This is an optimization exercise on Yosys and OpenROAD, whose aim is small area, not a production implementation.
The RTL was checked by simulation tests, not by an equivalence proof against the original design.
Power is estimated from default activity; no workload was simulated.

Design fsm_with_fifo, start of the top module:
module fsm_with_fifo(
  input        clk100_i,
  input        rstn_i,
  input        btn_i,
  output       full_o,
  output [7:0] transmit_lane_o
);
Size: roughly 290 cells after synthesis, about 93 flip-flops, roughly 12 I/O pins.
==> module fsm_with_fifo, before the edit <==
module fsm_with_fifo(
  input        clk100_i,
  input        rstn_i,
  input        btn_i,
  output       full_o,
  output [7:0] transmit_lane_o
);
reg  [2:0] sync;
always @(posedge clk100_i) begin
  sync[0] <= ~btn_i;
  sync[1] <= sync[0];
  sync[2] <= sync[1];
end
wire press = sync[1] & ~sync[2];
reg  [4:0] n;
wire full  = n[4];
wire empty = ~|n;
assign full_o = full;
reg  [4:0] ph;
wire rd  = (ph == 5'd1);
wire fin = (ph == 5'd17);
wire wr  = press & ~full;
reg  [3:0] cnt;
reg  [3:0] mem [0:15];
integer i;
always @(posedge clk100_i) begin
  if (wr) begin
    mem[0] <= cnt;
    for (i = 1; i < 16; i = i + 1)
      mem[i] <= mem[i-1];
  end
end
reg  [3:0] head;
always @* begin
  head = mem[4'd15];
  for (i = 1; i < 16; i = i + 1)
    if (n[3:0] == i) head = mem[i-1];
end
reg  [3:0] dout;
always @(posedge clk100_i)
  if (rd) dout <= head;
reg  [7:0] tx;
assign transmit_lane_o = tx;
always @(posedge clk100_i or negedge rstn_i) begin
  if (!rstn_i) begin
    n   <= 5'd0;
    ph  <= 5'd0;
    cnt <= 4'd0;
    tx  <= 8'd0;
  end
  else begin
    if (wr & ~rd)
      n <= n + 5'd1;
    else if (rd & ~wr)
      n <= n - 5'd1;
    if (press)
      cnt <= cnt + 4'd1;
    if (fin) begin
      ph <= 5'd0;
      tx[3:0] <= dout;
      if (dout < tx[3:0])
        tx[7:4] <= tx[7:4] + 4'd1;
    end
    else if (ph != 5'd0 || !empty)
      ph <= ph + 5'd1;
  end
end
endmodule
export LEC_CHECK = 0
export CAP_MARGIN = 20
export CORE_MARGIN = 2
export CORE_UTILIZATION = 40
export SLEW_MARGIN = 20
create_clock -name core_clock -period 5.0 [get_ports {clk100_i}]
run.sh (not shown) runs the stock make flow with config.mk's settings and CLKGATE_MAP_FILE= SYNTH_SCRIPT=/design/flow/synth_recipe.tcl, a recipe that flattens the netlist after the stock synthesis.
The first run finished clean.
==> next run, changes <==
==> flow/design.v (replaced) <==
module fsm_with_fifo(
  input        clk100_i,
  input        rstn_i,
  input        btn_i,
  output       full_o,
  output [7:0] transmit_lane_o
);
reg  [2:0] sync;
always @(posedge clk100_i) begin
  sync[0] <= ~btn_i;
  sync[1] <= sync[0];
  sync[2] <= sync[1];
end
wire press = sync[1] & ~sync[2];
reg  [4:0] n;
wire empty = ~n[4] & ~n[2] & ~n[0];
wire full  =  n[4] & ~n[3] &  n[2];
assign full_o = full;
wire n_up = ~n[4] | (n[2] & ~n[1]);    
wire n_dn = ~n[0] | (n[4] & ~n[1]);    
wire [16:1] occ;
assign occ[1]  = ~n[3] & ~n[1] &  n[0];
assign occ[2]  = ~n[4] & ~n[2] &  n[1];
assign occ[3]  = ~n[3] &  n[2] &  n[0];
assign occ[4]  = ~n[4] &  n[3] &  n[1];
assign occ[5]  =  n[4] &  n[2] &  n[0];
assign occ[6]  =  n[3] &  n[1] & ~n[0];
assign occ[7]  =  n[3] & ~n[1] & ~n[0];
assign occ[8]  =  n[4] & ~n[2] & ~n[1];
assign occ[9]  = ~n[2] & ~n[0];
assign occ[10] = ~n[3] &  n[2] & ~n[1];
assign occ[11] = ~n[4] &  n[3] & ~n[2];
assign occ[12] =  n[4] & ~n[3] &  n[0];
assign occ[13] = ~n[4] &  n[1] & ~n[0];
assign occ[14] =  n[2] & ~n[1] &  n[0];
assign occ[15] =  n[3] & ~n[2] &  n[1];
assign occ[16] =  n[4] & ~n[3] &  n[2];
reg  [4:0] ph;
wire idle = ~|ph;
wire rd   = ~ph[4] & ~ph[1] &  ph[0];
wire fin  =  ph[4] & ~ph[3] & ~ph[0];
wire ph_in = (~ph[4] & ph[0]) | (ph[4] & ph[3] & ~ph[1]) | (idle & ~empty);
wire wr  = press & ~full;
reg  [3:0] cnt;
reg  [3:0] mem [0:15];
integer i;
always @(posedge clk100_i) begin
  if (wr) begin
    mem[0] <= cnt;
    for (i = 1; i < 16; i = i + 1)
      mem[i] <= mem[i-1];
  end
end
reg  [3:0] head;
always @* begin
  head = 4'd0;
  for (i = 0; i < 16; i = i + 1)
    head = head | ({4{occ[i+1]}} & mem[i]);
end
reg  [3:0] dout;
always @(posedge clk100_i)
  if (rd) dout <= head;
reg  [7:0] tx;
assign transmit_lane_o = tx;
always @(posedge clk100_i or negedge rstn_i) begin
  if (!rstn_i) begin
    n   <= 5'd0;
    ph  <= 5'd0;
    cnt <= 4'd0;
    tx  <= 8'd0;
  end
  else begin
    if (wr & ~rd)
      n <= {n[3:0], n_up};
    else if (rd & ~wr)
      n <= {n_dn, n[4:1]};
    if (press)
      cnt <= cnt + 4'd1;
    ph <= {ph[3:0], ph_in};
    if (fin) begin
      tx[3:0] <= dout;
      if (dout < tx[3:0])
        tx[7:4] <= tx[7:4] + 4'd1;
    end
  end
end
endmodule
=> Utilization goes up by 0.99 points; cell area goes down by a little under a tenth; worst setup slack got worse by 940 ps; power goes down by a few percent; critical path depth goes down by 9.

==> what the ideal ports hide <==
Ports are ideal in the flow. The routed layouts listed here were re-timed in OpenROAD.
Step 1 assumes that a clkbuf_16 drives the clock port and a buf_2 every other input.
Step 2 times the ports against the registers' clock, not the clock port: input delays grow and output delays shrink by t, the midpoint of the rising clock arrivals with the driver on.
Three values: ideal, step 1, step 2; two values: the first two.
| run | t (ns) | setup slack, ns | worst register clock-pin slew, ns |
|---|---|---|---|
| the first run | 0.383 | 2.483 / 2.483 / 2.483 | 0.08 / 0.08 |
| the second run | 0.379 | 1.542 / 1.512 / 1.891 | 0.09 / 0.09 |
After both steps every run listed still meets setup and hold.
